Context: an optimization exercise on an open-source flow, tuned for small area and a short achievable clock period. The choices shown serve that exercise and are no tape-out recipe. Function was checked by simulation only, so behaviour that the tests miss may differ from the original.

==> inputs of 05-13 <==
==> flow/design.v <==
module KSK (switches,
	    negative, unidade, dezena, centena, milhar, dmilhar, cmilhar, bilhao,
	    errorAdd, errorSub, errorDiv,
	    Reset, haltButton, Halt,
	    clock, imem_addr, imem_data);
	input [15:0] switches;
	input clock, haltButton, Reset;
	input [31:0] imem_data;
	output [15:0] imem_addr;
	output [6:0] unidade, dezena, centena, milhar, dmilhar, cmilhar, bilhao;
	output negative, errorAdd, errorSub, errorDiv;
	output Halt;
	wire [5:0]  op    = imem_data[31:26];
	wire [4:0]  rs    = imem_data[25:21];
	wire [4:0]  rt    = imem_data[20:16];
	wire [4:0]  rd    = imem_data[15:11];
	wire [4:0]  shamt = imem_data[10:6];
	wire [15:0] imm   = imem_data[15:0];
	wire op_in   = (op == 6'd38);
	wire op_out  = (op == 6'd39);
	wire op_lw   = (op == 6'd29);
	wire op_sw   = (op == 6'd30);
	wire op_jal  = (op == 6'd34);
	wire op_jr   = (op == 6'd35);
	wire op_j    = (op == 6'd33) | op_jal;
	wire op_br   = (op >= 6'd16) & (op <= 6'd25);
	reg we;
	always @* begin
		case (op)
			6'd0, 6'd1, 6'd2, 6'd3, 6'd4, 6'd5, 6'd6, 6'd7,
			6'd8, 6'd9, 6'd10, 6'd11, 6'd12, 6'd13, 6'd14, 6'd15,
			6'd26, 6'd27, 6'd28, 6'd29, 6'd31, 6'd32, 6'd38: we = 1'b1;
			default: we = 1'b0;
		endcase
	end
	wire dst_rt = (op[5:4] == 2'b00) ? (op[0] & (op[3] | op[2:1] != 2'b10) & (op[3:2] != 2'b11))
	                                 : ~(op == 6'd26 | op == 6'd27);
	wire [4:0] wa = dst_rt ? rt : rd;
	wire use_imm = (op == 6'd1) | (op == 6'd3) | (op == 6'd7) | (op == 6'd9) | (op == 6'd11) |
	               (op == 6'd28) | op_lw | op_sw | op_in | op_out;
	reg  [15:0] pc;
	reg  [31:0] rf [1:31];
	reg  [31:0] r0;
	reg  [31:0] mem [0:31];
	reg  [31:0] disp;
	reg         btn_state, btn_seen;
	assign imem_addr = pc;
	wire [31:0] a = (rs == 5'd0) ? r0 : rf[rs];
	wire [31:0] b = (rt == 5'd0) ? r0 : rf[rt];
	wire [15:0] ext16 = op_in ? switches : imm;
	wire [31:0] ext   = {{16{ext16[15]}}, ext16};
	wire [31:0] bs    = use_imm ? ext : b;
	wire [31:0] sum  = a + bs;
	wire [32:0] dif  = {1'b0, a} - {1'b0, bs};
	wire add_ovf = (a[31] == bs[31]) & (sum[31] != a[31]);
	wire sub_ovf = (a[31] != bs[31]) & (dif[31] != a[31]);
	wire lt  = (a[31] != b[31]) ? a[31] : dif[31];    
	wire eq  = (a == b);
	wire az  = (a == 32'd0);
	wire lez = a[31] | az;
	reg cmp;
	always @* begin
		case (op[3:0])
			4'd12: cmp = lt;           
			4'd13: cmp = lt | eq;      
			4'd14: cmp = ~(lt | eq);   
			4'd15: cmp = ~lt;          
			default: cmp = 1'b0;
		endcase
	end
	reg taken;
	always @* begin
		case (op)
			6'd16: taken = eq;
			6'd17: taken = ~eq;
			6'd18: taken = lt;
			6'd19: taken = lt | eq;
			6'd20: taken = ~(lt | eq);
			6'd21: taken = ~lt;
			6'd22: taken = a[31];
			6'd23: taken = lez;
			6'd24: taken = ~lez;
			6'd25: taken = ~a[31];
			default: taken = 1'b0;
		endcase
	end
	wire [31:0] prod = a[15:0] * b[15:0];
	wire [31:0] quo;
	Divider div (.n(a), .d(b), .q(quo));
	wire bz = (b == 32'd0);
	wire add_type = (op == 6'd0) | (op == 6'd1) | (op == 6'd28) | op_lw | op_sw | (op == 6'd32) |
	                (op == 6'd36) | (op >= 6'd38);
	assign errorAdd = add_type & add_ovf;
	assign errorSub = ((op == 6'd2) | (op == 6'd3)) & sub_ovf;
	assign errorDiv = (op == 6'd5) & bz;
	wire        addr_ok = (sum[31:5] == 27'd0);
	wire [31:0] mrd     = addr_ok ? mem[sum[4:0]] : 32'd0;
	reg [31:0] res;
	always @* begin
		case (op)
			6'd2, 6'd3:   res = dif[31:0];
			6'd4:         res = prod;
			6'd5:         res = bz ? 32'd0 : quo;
			6'd6, 6'd7:   res = a & bs;
			6'd8, 6'd9:   res = a | bs;
			6'd10, 6'd11: res = a ^ bs;
			6'd12, 6'd13, 6'd14, 6'd15: res = {31'd0, cmp};
			6'd26:        res = a >> shamt;
			6'd27:        res = a << shamt;
			6'd29:        res = mrd;
			6'd31:        res = ~a;
			default:      res = sum;
		endcase
	end
	wire [16:0] pc1 = {1'b0, pc} + 17'd1;
	integer k;
	always @(posedge clock) begin
		r0 <= (we && wa == 5'd0) ? res : 32'd0;
		for (k = 1; k < 32; k = k + 1)
			if (we && wa == k)
				rf[k] <= res;
			else if (op_jal && k == 31)
				rf[k] <= {15'd0, pc1};
		if (op_sw && addr_ok)
			mem[sum[4:0]] <= b;
	end
	assign Halt = (op_in | op_out) & btn_state;
	always @(posedge clock) begin
		if (Reset)
			pc <= 16'd0;
		else if (!Halt) begin
			if (op_jr)
				pc <= a[15:0];
			else if (op_j | (op_br & taken))
				pc <= imm;
			else
				pc <= pc1[15:0];
		end
	end
	always @(posedge clock) begin
		if (Reset) begin
			btn_seen  <= 1'b0;
			btn_state <= 1'b1;
		end else if (!btn_seen) begin
			btn_state <= haltButton;
			if (!haltButton) btn_seen <= 1'b1;
		end else begin
			btn_state <= 1'b1;
			if (haltButton) btn_seen <= 1'b0;
		end
	end
	always @(posedge clock) begin
		if (op_sw)
			;
		else if (op_out)
			disp <= mrd;
		else if (Reset)
			disp <= 32'd0;
	end
	wire [31:0] mag = disp[31] ? -disp : disp;
	assign negative = ~disp[31];
	wire [27:0] bcd;
	BinToBCD7 conv (.bin(mag), .bcd(bcd));
	SevenSeg s0 (.d(bcd[3:0]),   .seg(unidade));
	SevenSeg s1 (.d(bcd[7:4]),   .seg(dezena));
	SevenSeg s2 (.d(bcd[11:8]),  .seg(centena));
	SevenSeg s3 (.d(bcd[15:12]), .seg(milhar));
	SevenSeg s4 (.d(bcd[19:16]), .seg(dmilhar));
	SevenSeg s5 (.d(bcd[23:20]), .seg(cmilhar));
	SevenSeg s6 (.d(bcd[27:24]), .seg(bilhao));
endmodule
module Divider (n, d, q);
	input  [31:0] n, d;
	output [31:0] q;
	wire [33:0] d1 = {2'b00, d};
	wire [33:0] d2 = {1'b0, d, 1'b0};
	wire [33:0] d3 = d1 + d2;
	wire [31:0] rem [0:32];
	assign rem[32] = 32'd0;
	genvar i;
	generate
		for (i = 30; i >= 0; i = i - 2) begin : step
			localparam W = 32 - i;
			wire [W-1:0] y;
			if (W == 2) begin : first
				assign y = n[i+1:i];
			end else begin : next
				assign y = {rem[i+2][W-3:0], n[i+1:i]};
			end
			wire [W:0] s1 = {1'b0, y} - {1'b0, d1[W-1:0]};
			wire [W:0] s2 = {1'b0, y} - {1'b0, d2[W-1:0]};
			wire [W:0] s3 = {1'b0, y} - {1'b0, d3[W-1:0]};
			wire z1 = ~|d1[33:W];
			wire z2 = ~|d2[33:W];
			wire z3 = ~|d3[33:W];
			wire c1 = z1 & ~s1[W];
			wire c2 = z2 & ~s2[W];
			wire c3 = z3 & ~s3[W];
			assign q[i+1] = c2;
			assign q[i]   = c3 | (c1 & ~c2);
			wire [W-1:0] r = ({W{~c1}} & y) | ({W{c1 & ~c2}} & s1[W-1:0]) |
			                 ({W{c2 & ~c3}} & s2[W-1:0]) | ({W{c3}} & s3[W-1:0]);
			if (W == 32) begin : fullr
				assign rem[i] = r;
			end else begin : partr
				assign rem[i] = {{(32-W){1'b0}}, r};
			end
		end
	endgenerate
endmodule
module BinToBCD7 (bin, bcd);
	input  [31:0] bin;
	output [27:0] bcd;
	reg [31:0] s;
	integer i, j;
	always @* begin
		s = 32'd0;
		for (i = 31; i >= 0; i = i - 1) begin
			for (j = 0; j < 8; j = j + 1)
				if (s[4*j +: 4] >= 4'd5) s[4*j +: 4] = s[4*j +: 4] + 4'd3;
			s = {s[30:0], bin[i]};
		end
	end
	assign bcd = s[27:0];
endmodule
module SevenSeg (d, seg);
	input  [3:0] d;
	output reg [6:0] seg;
	always @* begin
		case (d)
			4'd0: seg = 7'b0000001;
			4'd1: seg = 7'b1001111;
			4'd2: seg = 7'b0010010;
			4'd3: seg = 7'b0000110;
			4'd4: seg = 7'b1001100;
			4'd5: seg = 7'b0100100;
			4'd6: seg = 7'b0100000;
			4'd7: seg = 7'b0001111;
			4'd8: seg = 7'b0000000;
			4'd9: seg = 7'b0000100;
			default: seg = 7'b1111111;
		endcase
	end
endmodule
==> flow/run.sh <==
#!/bin/bash
# synth_recipe.tcl (not shown) runs the flow's synth.tcl, then flattens the netlist and writes it again
# the make line also repeats each setting of config.mk as NAME=value (left out here)
make -C /OpenROAD-flow-scripts/flow DESIGN_CONFIG=/design/flow/config.mk WORK_HOME=/design/flow/orfs CLKGATE_MAP_FILE= SYNTH_SCRIPT=/design/flow/synth_recipe.tcl finish
==> flow/config.mk <==
export PLATFORM = sky130hd
export DESIGN_NAME = KSK
export DESIGN_NICKNAME = KSK
export VERILOG_FILES = /design/flow/design.v
export SDC_FILE = /design/flow/constraint.sdc
export NUM_CORES = 4
export LEC_CHECK = 0
export ABC_AREA = 1
export CAP_MARGIN = 20
export CORE_MARGIN = 2
export CORE_UTILIZATION = 40
export PLACE_DENSITY = 0.6
export SLEW_MARGIN = 20
export SYNTH_HIERARCHICAL = 1
==> flow/constraint.sdc <==
create_clock -name core_clock -period 150.0 [get_ports {clock}]
set_input_delay 30.0000 -clock core_clock [delete_from_list [all_inputs] [get_ports {clock}]]
set_output_delay 30.0000 -clock core_clock [all_outputs]
set_load 0.01 [all_outputs]
==> 11-18 (differences from 05-13) <==
==> flow/design.v, changed modules only <==
module KSK (switches,
	    negative, unidade, dezena, centena, milhar, dmilhar, cmilhar, bilhao,
	    errorAdd, errorSub, errorDiv,
	    Reset, haltButton, Halt,
	    clock, imem_addr, imem_data);
	input [15:0] switches;
	input clock, haltButton, Reset;
	input [31:0] imem_data;
	output [15:0] imem_addr;
	output [6:0] unidade, dezena, centena, milhar, dmilhar, cmilhar, bilhao;
	output negative, errorAdd, errorSub, errorDiv;
	output Halt;
	wire [5:0]  op    = imem_data[31:26];
	wire [4:0]  rs    = imem_data[25:21];
	wire [4:0]  rt    = imem_data[20:16];
	wire [4:0]  rd    = imem_data[15:11];
	wire [4:0]  shamt = imem_data[10:6];
	wire [15:0] imm   = imem_data[15:0];
	wire op_in   = (op == 6'd38);
	wire op_out  = (op == 6'd39);
	wire op_lw   = (op == 6'd29);
	wire op_sw   = (op == 6'd30);
	wire op_jal  = (op == 6'd34);
	wire op_jr   = (op == 6'd35);
	wire op_j    = (op == 6'd33) | op_jal;
	wire op_br   = (op >= 6'd16) & (op <= 6'd25);
	reg we;
	always @* begin
		case (op)
			6'd0, 6'd1, 6'd2, 6'd3, 6'd4, 6'd5, 6'd6, 6'd7,
			6'd8, 6'd9, 6'd10, 6'd11, 6'd12, 6'd13, 6'd14, 6'd15,
			6'd26, 6'd27, 6'd28, 6'd29, 6'd31, 6'd32, 6'd38: we = 1'b1;
			default: we = 1'b0;
		endcase
	end
	wire dst_rt = (op[5:4] == 2'b00) ? (op[0] & (op[3] | op[2:1] != 2'b10) & (op[3:2] != 2'b11))
	                                 : ~(op == 6'd26 | op == 6'd27);
	wire [4:0] wa = dst_rt ? rt : rd;
	wire use_imm = (op == 6'd1) | (op == 6'd3) | (op == 6'd7) | (op == 6'd9) | (op == 6'd11) |
	               (op == 6'd28) | op_lw | op_sw | op_in | op_out;
	reg  [15:0] pc;
	reg  [31:0] rf [1:31];
	reg  [31:0] r0;
	reg  [31:0] mem [0:31];
	reg  [31:0] disp;
	reg         btn_state, btn_seen;
	assign imem_addr = pc;
	wire [31:0] a = (rs == 5'd0) ? r0 : rf[rs];
	wire [31:0] b = (rt == 5'd0) ? r0 : rf[rt];
	wire [15:0] ext16 = op_in ? switches : imm;
	wire [31:0] ext   = {{16{ext16[15]}}, ext16};
	wire [31:0] bs    = use_imm ? ext : b;
	wire [31:0] sum  = a + bs;
	wire [32:0] dif  = {1'b0, a} - {1'b0, bs};
	wire add_ovf = (a[31] == bs[31]) & (sum[31] != a[31]);
	wire sub_ovf = (a[31] != bs[31]) & (dif[31] != a[31]);
	wire lt  = (a[31] != b[31]) ? a[31] : dif[31];    
	wire eq  = (a == b);
	wire az  = (a == 32'd0);
	wire lez = a[31] | az;
	reg cmp;
	always @* begin
		case (op[3:0])
			4'd12: cmp = lt;           
			4'd13: cmp = lt | eq;      
			4'd14: cmp = ~(lt | eq);   
			4'd15: cmp = ~lt;          
			default: cmp = 1'b0;
		endcase
	end
	reg taken;
	always @* begin
		case (op)
			6'd16: taken = eq;
			6'd17: taken = ~eq;
			6'd18: taken = lt;
			6'd19: taken = lt | eq;
			6'd20: taken = ~(lt | eq);
			6'd21: taken = ~lt;
			6'd22: taken = a[31];
			6'd23: taken = lez;
			6'd24: taken = ~lez;
			6'd25: taken = ~a[31];
			default: taken = 1'b0;
		endcase
	end
	wire        shr = ~op[0];
	wire [31:0] shin, shout, shres;
	genvar gi;
	generate
		for (gi = 0; gi < 32; gi = gi + 1) begin : rev
			assign shin[gi]  = shr ? a[gi] : a[31-gi];
			assign shres[gi] = shr ? shout[gi] : shout[31-gi];
		end
	endgenerate
	assign shout = shin >> shamt;
	wire [31:0] prod;
	Mul16 mul (.x(a[15:0]), .y(b[15:0]), .p(prod));
	wire [31:0] quo;
	Divider div (.n(a), .d(b), .q(quo));
	wire bz = (b == 32'd0);
	wire add_type = (op == 6'd0) | (op == 6'd1) | (op == 6'd28) | op_lw | op_sw | (op == 6'd32) |
	                (op == 6'd36) | (op >= 6'd38);
	assign errorAdd = add_type & add_ovf;
	assign errorSub = ((op == 6'd2) | (op == 6'd3)) & sub_ovf;
	assign errorDiv = (op == 6'd5) & bz;
	wire        addr_ok = (sum[31:5] == 27'd0);
	wire [31:0] mrd     = addr_ok ? mem[sum[4:0]] : 32'd0;
	reg [31:0] res;
	always @* begin
		case (op)
			6'd2, 6'd3:   res = dif[31:0];
			6'd4:         res = prod;
			6'd5:         res = bz ? 32'd0 : quo;
			6'd6, 6'd7:   res = a & bs;
			6'd8, 6'd9:   res = a | bs;
			6'd10, 6'd11: res = a ^ bs;
			6'd12, 6'd13, 6'd14, 6'd15: res = {31'd0, cmp};
			6'd26, 6'd27: res = shres;
			6'd29:        res = mrd;
			6'd31:        res = ~a;
			default:      res = sum;
		endcase
	end
	wire [16:0] pc1 = {1'b0, pc} + 17'd1;
	integer k;
	always @(posedge clock) begin
		r0 <= (we && wa == 5'd0) ? res : 32'd0;
		for (k = 1; k < 32; k = k + 1)
			if (we && wa == k)
				rf[k] <= res;
			else if (op_jal && k == 31)
				rf[k] <= {15'd0, pc1};
		if (op_sw && addr_ok)
			mem[sum[4:0]] <= b;
	end
	assign Halt = (op_in | op_out) & btn_state;
	always @(posedge clock) begin
		if (Reset)
			pc <= 16'd0;
		else if (!Halt) begin
			if (op_jr)
				pc <= a[15:0];
			else if (op_j | (op_br & taken))
				pc <= imm;
			else
				pc <= pc1[15:0];
		end
	end
	always @(posedge clock) begin
		if (Reset) begin
			btn_seen  <= 1'b0;
			btn_state <= 1'b1;
		end else if (!btn_seen) begin
			btn_state <= haltButton;
			if (!haltButton) btn_seen <= 1'b1;
		end else begin
			btn_state <= 1'b1;
			if (haltButton) btn_seen <= 1'b0;
		end
	end
	always @(posedge clock) begin
		if (op_sw)
			;
		else if (op_out)
			disp <= mrd;
		else if (Reset)
			disp <= 32'd0;
	end
	wire [31:0] mag = disp[31] ? -disp : disp;
	assign negative = ~disp[31];
	wire [27:0] bcd;
	BinToBCD7 conv (.bin(mag), .bcd(bcd));
	SevenSeg s0 (.d(bcd[3:0]),   .seg(unidade));
	SevenSeg s1 (.d(bcd[7:4]),   .seg(dezena));
	SevenSeg s2 (.d(bcd[11:8]),  .seg(centena));
	SevenSeg s3 (.d(bcd[15:12]), .seg(milhar));
	SevenSeg s4 (.d(bcd[19:16]), .seg(dmilhar));
	SevenSeg s5 (.d(bcd[23:20]), .seg(cmilhar));
	SevenSeg s6 (.d(bcd[27:24]), .seg(bilhao));
endmodule
module Mul16 (x, y, p);
	input  [15:0] x, y;
	output [31:0] p;
	wire [15:0] s [0:16];
	wire [15:0] c [0:16];
	assign s[0] = 16'd0;
	assign c[0] = 16'd0;
	genvar i, j;
	generate
		for (j = 0; j < 16; j = j + 1) begin : row
			wire [15:0] pp = x & {16{y[j]}};
			wire [15:0] a = {1'b0, s[j][15:1]};
			for (i = 0; i < 16; i = i + 1) begin : col
				assign s[j+1][i] = a[i] ^ c[j][i] ^ pp[i];
				assign c[j+1][i] = (a[i] & c[j][i]) | (a[i] & pp[i]) | (c[j][i] & pp[i]);
			end
			assign p[j] = s[j+1][0];
		end
	endgenerate
	assign p[31:16] = {1'b0, s[16][15:1]} + c[16];
endmodule
module Divider (n, d, q);
	input  [31:0] n, d;
	output [31:0] q;
	wire [33:0] d1 = {2'b00, d};
	wire [33:0] d2 = {1'b0, d, 1'b0};
	wire [33:0] d3 = d1 + d2;
	wire [31:0] rem [0:32];
	assign rem[32] = 32'd0;
	genvar i;
	generate
		for (i = 30; i >= 0; i = i - 2) begin : step
			localparam W = 32 - i;
			wire [W-1:0] y;
			if (W == 2) begin : first
				assign y = n[i+1:i];
			end else begin : next
				assign y = {rem[i+2][W-3:0], n[i+1:i]};
			end
			wire [W:0] s1 = {1'b0, y} - {1'b0, d1[W-1:0]};
			wire [W:0] s2 = {1'b0, y} - {1'b0, d2[W-1:0]};
			wire [W:0] s3 = {1'b0, y} - {1'b0, d3[W-1:0]};
			wire z1 = (W >= 32) ? 1'b1 : (d <= (33'h1_0000_0000 >> (32 - W)) - 33'd1);
			wire z2 = (d <= (33'h1_0000_0000 >> (33 - W)) - 33'd1);
			wire z3 = (d <= ((33'h1_0000_0000 >> (32 - W)) - 33'd1) / 3);
			wire c1 = z1 & ~s1[W];
			wire c2 = z2 & ~s2[W];
			wire c3 = z3 & ~s3[W];
			assign q[i+1] = c2;
			assign q[i]   = c3 | (c1 & ~c2);
			wire [W-1:0] r = ({W{~c1}} & y) | ({W{c1 & ~c2}} & s1[W-1:0]) |
			                 ({W{c2 & ~c3}} & s2[W-1:0]) | ({W{c3}} & s3[W-1:0]);
			if (W == 32) begin : fullr
				assign rem[i] = r;
			end else begin : partr
				assign rem[i] = {{(32-W){1'b0}}, r};
			end
		end
	endgenerate
endmodule
module BinToBCD7 (bin, bcd);
	input  [31:0] bin;
	output [27:0] bcd;
	wire [27:0] st [0:32];
	assign st[0] = 28'd0;
	genvar t, k;
	generate
		for (t = 0; t < 32; t = t + 1) begin : sh
			wire [27:0] adj;
			for (k = 0; k < 7; k = k + 1) begin : dg
				if ((64'd1 << t) > 64'd5 * (64'd10 ** k)) begin : a3
					Add3 u (.x(st[t][4*k +: 4]), .y(adj[4*k +: 4]));
				end else begin : pass
					assign adj[4*k +: 4] = st[t][4*k +: 4];
				end
			end
			assign st[t+1] = {adj[26:0], bin[31-t]};
		end
	endgenerate
	assign bcd = st[32];
endmodule
module Add3 (x, y);
	input  [3:0] x;
	output [3:0] y;
	assign y[3] = x[3] | (x[2] & (x[1] | x[0]));
	assign y[2] = (x[2] & ~x[1] & ~x[0]) | (x[3] & x[0]);
	assign y[1] = (~x[2] & x[1]) | (x[2] & x[1] & x[0]) | (x[3] & ~x[0]);
	assign y[0] = (~x[3] & ~x[2] & x[0]) | (x[2] & x[1] & ~x[0]) | (x[3] & ~x[0]);
endmodule
==> flow/flow/run.sh (new file) <==
#!/bin/bash
set -euo pipefail
bash standard.sh SETUP_SLACK_MARGIN=84 TNS_END_PERCENT=5 "BUFFER_PORTS_ARGS=-buffer_cell sky130_fd_sc_hd__buf_4" finish > standard_flow.log 2>&1
==> flow/standard.sh (new file) <==
#!/bin/bash
# synth_recipe.tcl (not shown) runs the flow's synth.tcl, then flattens the netlist and writes it again
# the make line also repeats each setting of config.mk as NAME=value (left out here)
make -C /OpenROAD-flow-scripts/flow DESIGN_CONFIG=/design/flow/config.mk WORK_HOME=/design/flow/orfs CLKGATE_MAP_FILE= SYNTH_SCRIPT=/design/flow/synth_recipe.tcl "${@:-finish}"
CORE_UTILIZATION = 42   (was 40)
removed: flow/run.sh
==> Flow_metrics.wiki <==
{| class="wikitable"
! Metric !! Value
|-
| Number of max-slew violations in the final report || 4
|-
| Layout Check Failures || max-capacitance violations, max-slew violations
|-
| Total of max-cap violations || 1
|-
| Run status || complete, but fails checks
|}
That was 11-18.
==> Flow_metrics.wiki <==
{| class="wikitable"
! Metric !! Value
|-
| Total of max-cap violations || 0
|-
| Number of max-slew violations in the final report || 0
|-
| Met2 demand-to-capacity share in global routing || 52.0%
|-
| TritonCTS clock tree || yes
|-
| Fraction of registers with async set/reset || 0%
|-
| Run status || no timing/DRC/antenna violations
|-
| Tmin final || between 80 and 90 ns
|}
That was 05-13.

static timing again, ports no longer ideal:
The results above use ideal ports. As a check the final layouts listed here were re-extracted and re-timed, cells and wires unchanged. Step 1 (the two cells are an assumption about what drives the block):
set clk [get_ports {clock}]
set_driving_cell -lib_cell sky130_fd_sc_hd__clkbuf_16 $clk
set_driving_cell -lib_cell sky130_fd_sc_hd__buf_2 [delete_from_list [all_inputs] $clk]
Step 2, shift: input delay + t, output delay - t, t = (earliest + latest rising clock arrival at the registers) / 2. This alone moves slack from input paths to output paths. a / b / c = ideal ports / drivers / drivers and shift; a / b = the first two.
run | shift t [ns] | setup slack, ns | worst setup path after step 2 | cell pins on the clock port's net
05-13 | 0.976 | 60.050 / 60.135 / 59.159 | input to register | 1
11-18 | 1.023 | 82.969 / 82.879 / 82.712 | input to register | 1
For 05-13, which loses most, drivers alone change the setup slack by +0.085 ns; drivers and shift together by -0.891 ns.
